What follows belongs to an exercise in optimizing a design on an open flow for small area; a production flow would make more cautious choices. Only simulation tests tie the RTL to the original design; equivalence was not proved. Power is estimated from default activity; no workload was simulated.

## flow/design.v (module list and top-level ports; edited modules follow where they fit)
// module tetromino_offsets: 89 lines
// module tetromino_cell0: 41 lines
// module tetromino_rotate_datum: 162 lines
// module seven_permute: 119 lines
// module text_display: 120 lines
// module score_display: 85 lines
// module glyph_row: 161 lines
// module vga_sync: 82 lines
// module tetris_top: 1118 lines
module tetris_top(
    input clk,  
    input reset_n,  
    input [3:0] usr_btn,
    input [3:0] usr_sw,
    output [3:0] usr_led,
    output VGA_HSYNC, VGA_VSYNC,
    output [3:0] VGA_RED, VGA_GREEN, VGA_BLUE
);
  // ...
==> flow/run.sh <==
#!/bin/bash
# synth_recipe.tcl (not shown) runs the flow's synth.tcl, then flattens the netlist and writes it again
# the make line also repeats each setting of config.mk as NAME=value (left out here)
make -C /OpenROAD-flow-scripts/flow DESIGN_CONFIG=/design/flow/config.mk WORK_HOME=/design/flow/orfs CLKGATE_MAP_FILE= SYNTH_SCRIPT=/design/flow/synth_recipe.tcl finish
==> flow/config.mk <==
export PLATFORM = sky130hd
export DESIGN_NAME = tetris_top
export DESIGN_NICKNAME = tetris_top
export VERILOG_FILES = /design/flow/design.v
export SDC_FILE = /design/flow/constraint.sdc
export NUM_CORES = 4
export LEC_CHECK = 0
export ABC_AREA = 1
export CAP_MARGIN = 20
export CORE_MARGIN = 2
export CORE_UTILIZATION = 45
export CTS_BUF_LIST = sky130_fd_sc_hd__clkbuf_16
export CTS_CLUSTER_DIAMETER = 90
export CTS_CLUSTER_SIZE = 20
export GPL_TIMING_DRIVEN = 0
export PLACE_DENSITY = 0.6
export SLEW_MARGIN = 20
==> flow/constraint.sdc <==
create_clock -name core_clock -period 28.0 [get_ports {clk}]
set_input_delay 5.6000 -clock core_clock [delete_from_list [all_inputs] [get_ports {clk}]]
set_output_delay 5.6000 -clock core_clock [all_outputs]
set_load 0.01 [all_outputs]
==> out/results.ini, run 1 <==
[floorplanning]
taps = 1612

[worst_hold_path]
whs_endpoint = UUT.rand7[2]

[layout]
clkCellAreaFrac = 0.0314
buffer_area_frac = 0.0280
largest_reg_flops = 660
layout-drive-gt1-share = 0.0495
seq-cell-share = 0.459

[power_and_ir_drop]
power.density_nw_per_um2 = 52.7

[global_routing]
met2_usage = 0.539
busiest_layer = met2

[run_status]
status = complete, no violations

[synthesis]
synth_warnings = 15
synth_top_family_by_area = simple AND/OR/NAND/NOR gates
ys_types = 75

[worst_setup_path]
crit_path_end_kind = register
r2r_end = queue_data[0]
worstSetupStartpointType = primary input
crit_path_start = reset_n
worstSetupPathDepth = 5
r2r_cells = 46

[cts]
cts_resized = 0
clk_pin_slew_ns = 0.09

[timing]
final_max_slew_viol_count = 0
finalSetupViolations = 0
tns_ns = 0

[drt]
drtIter0Drc = 5881
wl_per_cell_um = 25.2

[placement]
dpl_cell_area_um2 = 56500

==> run 2, diff against run 1 <==
--- a/flow/config.mk
+++ b/flow/config.mk
@@ -12,6 +12,5 @@
 export CTS_BUF_LIST = sky130_fd_sc_hd__clkbuf_16
 export CTS_CLUSTER_DIAMETER = 90
 export CTS_CLUSTER_SIZE = 20
-export GPL_TIMING_DRIVEN = 0
 export PLACE_DENSITY = 0.6
 export SLEW_MARGIN = 20
==> run 2 against run 1 <==
  * Non-clock buffer count shrank 161
  * Via count down 5.4%
  * Sequential share of layout area is 0.59 points higher
  * Sequential power about the same
  * Register-to-register slack better by 0.08 ns
  * First-iteration DRC count decreased by 20%
  * Synthesized cell count stayed put
  * Sequential cell count unchanged
  * Die area unchanged
  * Clock-buffer cell count rose by 2
  * Clock power grew 2.6%
  * Combinational power decreased by 18%
  * Largest power group unchanged
==> out/results.ini, run 2 <==
[layout]
top_register = board  ; unchanged
largest_reg_flops = 660  ; unchanged
final_core_util = 0.483  ; was 0.489
reg.largest.list = board: 660 flops, queue_q: 39 flops  ; unchanged
layout-drive-gt1-share = 0.0418  ; was 0.0495
layout_commonest_cell = nand2_1  ; unchanged
antennaDiodeCount = 0  ; was 3
areaGrowthSynthToFinish_pct = 6.90  ; was 8.28%
layout_common_cells = 1646 x nand2_1, 830 x nor2_1, 754 x inv_1, 712 x edfxtp_1, 481 x nand3_1  ; was 1651 x nand2_1, 831 x nor2_1, 754 x inv_1, 712 x edfxtp_1, 481 x nand3_1
nNetsFinal = 6745  ; was 6903
fin_area_um2 = 57700  ; was 58400 um2
fillers = 11600  ; was 11800

[placement]
hpwl_um = 113000  ; was 149000 um
port_buffers = 25  ; unchanged
dpl_cell_area_um2 = 55700  ; was 56500 um2
gp_congestion = 0.948  ; was 1.03

[drt]
first_pass_iters = 6  ; unchanged
drtIter0Drc = 4713  ; was 5881
wl_per_cell_um = 20.6  ; was 25.2 um
detail-route-antenna-nets = 0  ; unchanged
routed_wl_um = 168000  ; was 210000 um
viasPerCell = 5.56  ; was 5.76
routed-via-count = 45400  ; was 48000
drcViolationCount = 0  ; unchanged

[synthesis]
ys_seq_area_frac = 0.496  ; unchanged
syn_inst = 6540  ; unchanged
ys_seq_elements = 981  ; unchanged
synthArstFlopShare = 0  ; unchanged
yosys-top-cells-area = edfxtp_1 40%, nand2_1 11%, dfxtp_1 10%, nor2_1 5.8%, inv_1 4.9%  ; unchanged
yosysMostFrequentCell = nand2_1  ; unchanged
syn_area_per_cell_um2 = 8.25  ; unchanged
syn-num-nets = 6770  ; unchanged
synth_warnings = 15  ; unchanged
ys_types = 75  ; unchanged
synthTopCellsByCount = 1651 x nand2_1, 831 x nor2_1, 712 x edfxtp_1  ; unchanged
synth_edf_count = 712  ; unchanged
ys.flop_type = edfxtp_1  ; unchanged
yosysTopAreaCell = edfxtp_1  ; unchanged
synth_area_um2 = 53900  ; unchanged
synth.top_cell.area_share = 0.396  ; unchanged

[timing]
tns_ns = 0  ; unchanged
max_slew_margin = 0.230  ; was 0.0895
finalSetupViolations = 0  ; unchanged
finClkSkew_ns = 0.0501  ; was 0.0890 ns
tightest_slew_ns = 1.15  ; was 1.37 ns
rsz0062_at_grt = no  ; unchanged
final_max_slew_viol_count = 0  ; unchanged
final_hold_viol_count = 0  ; unchanged

[global_routing]
gr-usage-met3 = 0.0297  ; was 0.0654
overflow = 0  ; unchanged
grt_max_degree = 102  ; was 69
grt_pass1_vias = 42300  ; was 44200
met2_usage = 0.456  ; was 0.539
use_met1 = 0.361  ; was 0.416
grt_use_total = 0.271  ; was 0.335
busiest_layer = met2  ; unchanged
grt_pass1_wl_um = 255000  ; was 299000 um
antenna_found_initial = 2  ; was 7

[cts]
cts_max_level = 2  ; unchanged
clock_sinks = 981  ; unchanged
cts_setup_buffers = 0  ; unchanged
clockRootBuffer = clkbuf_16  ; unchanged
clk_latency_ns = 0.74  ; was 0.76 ns
clock_path_buffers = 3  ; unchanged
hold_buffers = 0  ; unchanged
clk_pin_slew_ns = 0.10  ; was 0.09 ns
numCtsBuffers = 60  ; was 57
cts_resized = 0  ; unchanged
cts_tree = yes  ; unchanged

[worst_setup_path]
worstSetupStartpointType = register  ; was primary input
cp_common_cell = ha_1  ; was clkbuf_1
crit_path_end_kind = register  ; unchanged
crit_family = adder cells  ; was buffers and inverters
cp_max_fo = 2  ; was 10
crit_type = register to register  ; was primary input to register
crit_buf_inv = 7  ; was 4
arrival_ns = 22.15  ; was 8.71 ns
cp_slowest_cell = nor2_1  ; was clkbuf_1
worst_path_largest_cell_delay_ns = 0.34  ; was 0.87 ns
crit_required_ns = 28.59  ; was 14.58 ns

[floorplanning]
die_w_um = 350  ; unchanged
num_io_pins = 28  ; unchanged
initial_core_util = 0.452  ; unchanged
die-area_um2 = 123000  ; unchanged
core-area_um2 = 119000  ; unchanged
die_h_um = 350  ; unchanged
fp-row-count = 127  ; unchanged

[power_and_ir_drop]
internal_power_uw = 2100  ; was 2080 uW
switchingPower_uw = 901  ; was 993 uW
clockPowerShare = 0.319  ; was 0.303
leakage_uw = 0.0230  ; was 0.0234 uW
p_seq_frac = 0.520  ; was 0.505
irDropWorstVdd_uv = 58.3  ; was 58.9 uV
swShare = 0.301  ; was 0.323
power.density_nw_per_um2 = 52.0  ; was 52.7 nW/um2
p_comb_frac = 0.161  ; was 0.192

[worst_hold_path]
hp-class = register to register  ; unchanged

[run]
cap_violations = 0  ; unchanged

[run_status]
status = complete, no violations  ; unchanged

run 2: cell types whose count changed in the layout (fill, tap and decap cells not counted), sizes merged:
cell,delta
clkdlybuf4s50,-1
diode,-3
clkinvlp,+1
clkbuf,-109
inv,+8
clkinv,-7
buf,-49
run 2: final timing paths:
path	from	endpoint	slack, ns	cells after the start
worst max-delay path	UUT.rand7_latch[2]	queue_data[0]	6.44	46
worst min register to register	vga_clk	vga_clk	0.44	1
worst max register to register	UUT.rand7_latch[2]	queue_data[0]	6.44	46
worst min-delay path	vga_clk	vga_clk	0.44	1
run 2: worst reg2reg max path: cells and delay by family, from the launching register on:
family / cells / cell delay, ns
AOI/OAI and AO/OA: 10 / 1.35
xor gates and xnor gates: 2 / 0.49
adders and majority gates: 15 / 3.60
buffers and inverters: 7 / 0.40
DFF: 1 / 0.30
and+or+nand+nor: 12 / 1.28
run 2: cell type report:
cell class | count | area, um2 | area share
Clock buffer | 60 | 1500 | 0.0260
Clock inverter | 72 | 453 | 0.00786
Inverter | 745 | 2800 | 0.0485
Multi-Input combinational cell | 4601 | 23400 | 0.405
Sequential cell | 981 | 26800 | 0.464
Tap cell | 1612 | 2020 | 0.0350
Timing Repair Buffer | 91 | 751 | 0.0130
run 2: cells by family (layout without fill, tap and decap cells):
kind of cell             count (synthesis)  in the layout  share of synthesized area
AND/OR/NAND/NOR                       3247           3247                      0.252
adder cells (fa/ha/maj)                220            220                     0.0527
flip-flops                             981            981                      0.496
multiplexers                             3              3                   0.000557
XOR/XNOR                               121            121                     0.0198
buffers and inverters                  958            968                     0.0711
AO/OA/AOI/OAI                         1010           1010                      0.107
run 2: stage by stage:
step	hold slack [ns]	cells	power, uW	worst slack [ns]
after global routing	0.484	8162	3110	5.87
after floorplan	0.413	6540	1920	7.51
after CTS	0.442	8162	3010	6.43
after detailed placement	0.429	8031	2080	6.45
after global placement	0.422	8031	2070	6.52
final	0.439	8162	3000	6.44
run 2: power groups by stage:
stage | combinational (uW) | sequential, uW | clock, uW
after global routing | 532 | 1560 | 1020
after global placement | 475 | 1590 | 7.85
after floorplan | 323 | 1580 | 7.85
final | 483 | 1560 | 956
after detailed placement | 476 | 1590 | 7.85
after CTS | 478 | 1560 | 972
run 2: metal layers:
layer,part of all wire,vias to the layer above
met3,0.067,325
met2,0.47,1674
met5,0.00013,-
li1,-,21800
met1,0.42,21500
met4,0.038,4
==> run 3, diff against run 2 <==
--- a/flow/config.mk
+++ b/flow/config.mk
@@ -8,9 +8,9 @@
 export ABC_AREA = 1
 export CAP_MARGIN = 20
 export CORE_MARGIN = 2
-export CORE_UTILIZATION = 45
+export CORE_UTILIZATION = 60
 export CTS_BUF_LIST = sky130_fd_sc_hd__clkbuf_16
 export CTS_CLUSTER_DIAMETER = 90
 export CTS_CLUSTER_SIZE = 20
-export PLACE_DENSITY = 0.6
+export PLACE_DENSITY = 0.7
 export SLEW_MARGIN = 20
==> run 3 against run 2 <==
  * Still clean
  * Clock-buffer cell count unchanged
  * Critical path depth increased by 1
  * First-iteration DRC count increased by 4.7%
  * Clock power decreased by 2.8%
  * Sequential power about the same
  * Global-route usage increased by 7.4 points
  * Final cell count decreased by 5.5%
  * Non-clock buffer count unchanged
  * Combinational power decreased by 2%
  * Register-to-register slack improved by 0.20 ns
  * Hold slack improved by 0.0074 ns
  * Sequential cell count unchanged
  * Largest cell class unchanged
==> out/results.ini, run 3 <==
[synthesis]
yosysTopAreaCell = edfxtp_1  ; unchanged
ys_seq_area_frac = 0.496  ; unchanged
ys.flop_type = edfxtp_1  ; unchanged
syn_area_per_cell_um2 = 8.25  ; unchanged
synth_warnings = 15  ; unchanged
ys_seq_elements = 981  ; unchanged
synth.top_cell.area_share = 0.396  ; unchanged
yosysMostFrequentCell = nand2_1  ; unchanged
synth_area_um2 = 53900  ; unchanged
ys_types = 75  ; unchanged
synthArstFlopShare = 0  ; unchanged
syn-num-nets = 6770  ; unchanged
syn_inst = 6540  ; unchanged
synth_edf_count = 712  ; unchanged
yosys-top-cells-area = edfxtp_1 40%, nand2_1 11%, dfxtp_1 10%, nor2_1 5.8%, inv_1 4.9%  ; unchanged
synthTopCellsByCount = 1651 x nand2_1, 831 x nor2_1, 712 x edfxtp_1  ; unchanged

[timing]
rsz0062_at_grt = no  ; unchanged
final_hold_viol_count = 0  ; unchanged
finalSetupViolations = 0  ; unchanged
whs_ns = 0.446  ; was 0.439 ns
tns_ns = 0  ; unchanged
max_slew_margin = 0.182  ; was 0.230
tightest_slew_ns = 1.22  ; was 1.15 ns
finClkSkew_ns = 0.0711  ; was 0.0501 ns
final_max_slew_viol_count = 0  ; unchanged

[global_routing]
antenna_found_initial = 1  ; was 2
grt_pass1_wl_um = 248000  ; was 255000 um
grt_pass1_vias = 42700  ; was 42300
grt_max_degree = 105  ; was 102
overflow = 0  ; unchanged
grt_use_total = 0.345  ; was 0.271

[floorplanning]
initial_core_util = 0.607  ; was 0.452
core-area_um2 = 88800  ; was 119000 um2
fp-row-count = 109  ; was 127
die_w_um = 304  ; was 350 um
die-area_um2 = 92300  ; was 123000 um2
die_h_um = 304  ; was 350 um
num_io_pins = 28  ; unchanged

[drt]
drcViolationCount = 0  ; unchanged
drtIter0Drc = 4936  ; was 4713
first_pass_iters = 7  ; was 6
viasPerCell = 5.96  ; was 5.56
detail-route-antenna-nets = 0  ; unchanged
routed-via-count = 46000  ; was 45400
wl_per_cell_um = 21.1  ; was 20.6 um
routed_wl_um = 163000  ; was 168000 um

[power_and_ir_drop]
p_seq_frac = 0.526  ; was 0.520
p_comb_frac = 0.160  ; was 0.161
clockPowerShare = 0.314  ; was 0.319
swShare = 0.295  ; was 0.301
switchingPower_uw = 874  ; was 901 uW
internal_power_uw = 2090  ; was 2100 uW
power.density_nw_per_um2 = 51.9  ; was 52.0 nW/um2
leakage_uw = 0.0229  ; was 0.0230 uW
irDropWorstVdd_uv = 65.8  ; was 58.3 uV

[worst_setup_path]
crit_end = queue_data[0]  ; unchanged
worst_path_largest_cell_delay_ns = 0.32  ; was 0.34 ns
crit_required_ns = 28.52  ; was 28.59 ns
arrival_ns = 21.88  ; was 22.15 ns
cp_common_cell = ha_1  ; unchanged
r2r_end = queue_data[0]  ; unchanged
r2r-start = UUT.rand7_latch[1]  ; was UUT.rand7_latch[2]
worstSetupStartpointType = register  ; unchanged
crit_path_start = UUT.rand7_latch[1]  ; was UUT.rand7_latch[2]
cp_max_fo = 2  ; unchanged
cp_slowest_cell = dfxtp_1  ; was nor2_1
crit_path_end_kind = register  ; unchanged
reg2reg_slack_ns = 6.64  ; was 6.44 ns
crit_type = register to register  ; unchanged
r2r_cells = 47  ; was 46

[layout]
fillers = 7804  ; was 11600
reg.largest.list = board: 660 flops, queue_q: 39 flops  ; unchanged
layout-drive-gt1-share = 0.0408  ; was 0.0418
fin_area_um2 = 57000  ; was 57700 um2
areaGrowthSynthToFinish_pct = 5.77  ; was 6.90%
layout_commonest_cell = nand2_1  ; unchanged
largest_reg_flops = 660  ; unchanged
top_register = board  ; unchanged
layout_common_cells = 1649 x nand2_1, 830 x nor2_1, 757 x inv_1, 712 x edfxtp_1, 481 x nand3_1  ; was 1646 x nand2_1, 830 x nor2_1, 754 x inv_1, 712 x edfxtp_1, 481 x nand3_1
nNetsFinal = 6743  ; was 6745

[worst_hold_path]
hp-class = register to register  ; unchanged

[cts]
clk_latency_ns = 0.72  ; was 0.74 ns
cts_max_level = 2  ; unchanged
clock_path_buffers = 3  ; unchanged
clockRootBuffer = clkbuf_16  ; unchanged
cts_setup_buffers = 0  ; unchanged
clk_pin_slew_ns = 0.09  ; was 0.10 ns
cts_tree = yes  ; unchanged
cts_resized = 0  ; unchanged
hold_buffers = 0  ; unchanged
numCtsBuffers = 58  ; was 60
clock_sinks = 981  ; unchanged

[placement]
port_buffers = 25  ; unchanged
dpl_cell_area_um2 = 55100  ; was 55700 um2
hpwl_um = 110000  ; was 113000 um
gp_congestion = 1.01  ; was 0.948

[run_status]
status = complete, no violations  ; unchanged

[run]
cap_violations = 0  ; unchanged

run 3: cell counts after synthesis:
Identical to the previous run, type by type.
run 3: critical path: cells and delay by family (launching register included):
family / cells / cell delay [ns]
compound gates: 11 / 1.58
xor+xnor: 2 / 0.46
flops: 1 / 0.32
simple gates: 12 / 0.90
fa+ha+maj: 15 / 3.56
buf+inv: 7 / 0.38
run 3: how the worst min path moves through the flow:
stage | end | cells after the start | startpoint
2_1_floorplan | UUT.rand7[2] | 2 | UUT.rand7[1]
3_3_place_gp | UUT.rand7[2] | 2 | UUT.rand7[1]
3_5_place_dp | vga_clk | 1 | vga_clk
4_1_cts | cnt_frame[0] | 1 | cnt_frame[0]
5_1_grt | vga_clk | 1 | vga_clk
6_report | cnt_frame[0] | 1 | cnt_frame[0]
run 3: power by group through the flow:
stage                     Sequential, uW  Clock (uW)  Combinational, uW
after floorplan                     1580        7.85                323
after global placement              1590        7.85                457
after detailed placement            1590        7.85                461
after CTS                           1560         932                463
after global routing                1560         986                518
final                               1560         929                474
run 3: kinds of logic (layout without fill, tap and decap cells):
kind of cell	after synthesis	after routing	synth area share
buffers and inverters	958	968	0.0711
adders and majority gates	220	220	0.0527
AOI/OAI and AO/OA	1010	1010	0.107
other	0	1	0
muxes	3	3	0.000557
DFF	981	981	0.496
xor gates and xnor gates	121	121	0.0198
and+or+nand+nor	3247	3247	0.252
run 3: layout make-up:
cell class,count,area [um2],share of cell area
tap,1165,1460,0.0256
antenna,1,2.50,0.0000439
timing repair buffer,91,756,0.0132
clock buffer,60,1500,0.0263
inverter,745,2800,0.0490
sequential,981,26800,0.469
clock inverter,72,405,0.00711
multi-input combinational,4601,23300,0.409
run 3: per-layer routing:
| layer | global-route usage | up-vias | share of wire |
|---|---|---|---|
| met4 | 0.157 | 2 | 0.052 |
| met2 | 0.563 | 2240 | 0.46 |
| li1 | - | 21800 | - |
| met1 | 0.459 | 21500 | 0.40 |
| met3 | 0.0468 | 446 | 0.094 |
| met5 | 0 | - | 0.000061 |
run 3: through the flow:
stage / cells / util / power [uW] / setup WS, ns
2_1_floorplan: 6540 / - / 1920 / 7.51
6_report: 7716 / 0.643 / 2960 / 6.64
3_3_place_gp: 7584 / 0.621 / 2050 / 6.43
5_1_grt: 7715 / 0.643 / 3060 / 5.97
3_5_place_dp: 7584 / 0.621 / 2060 / 6.40
4_1_cts: 7715 / 0.643 / 2950 / 6.67
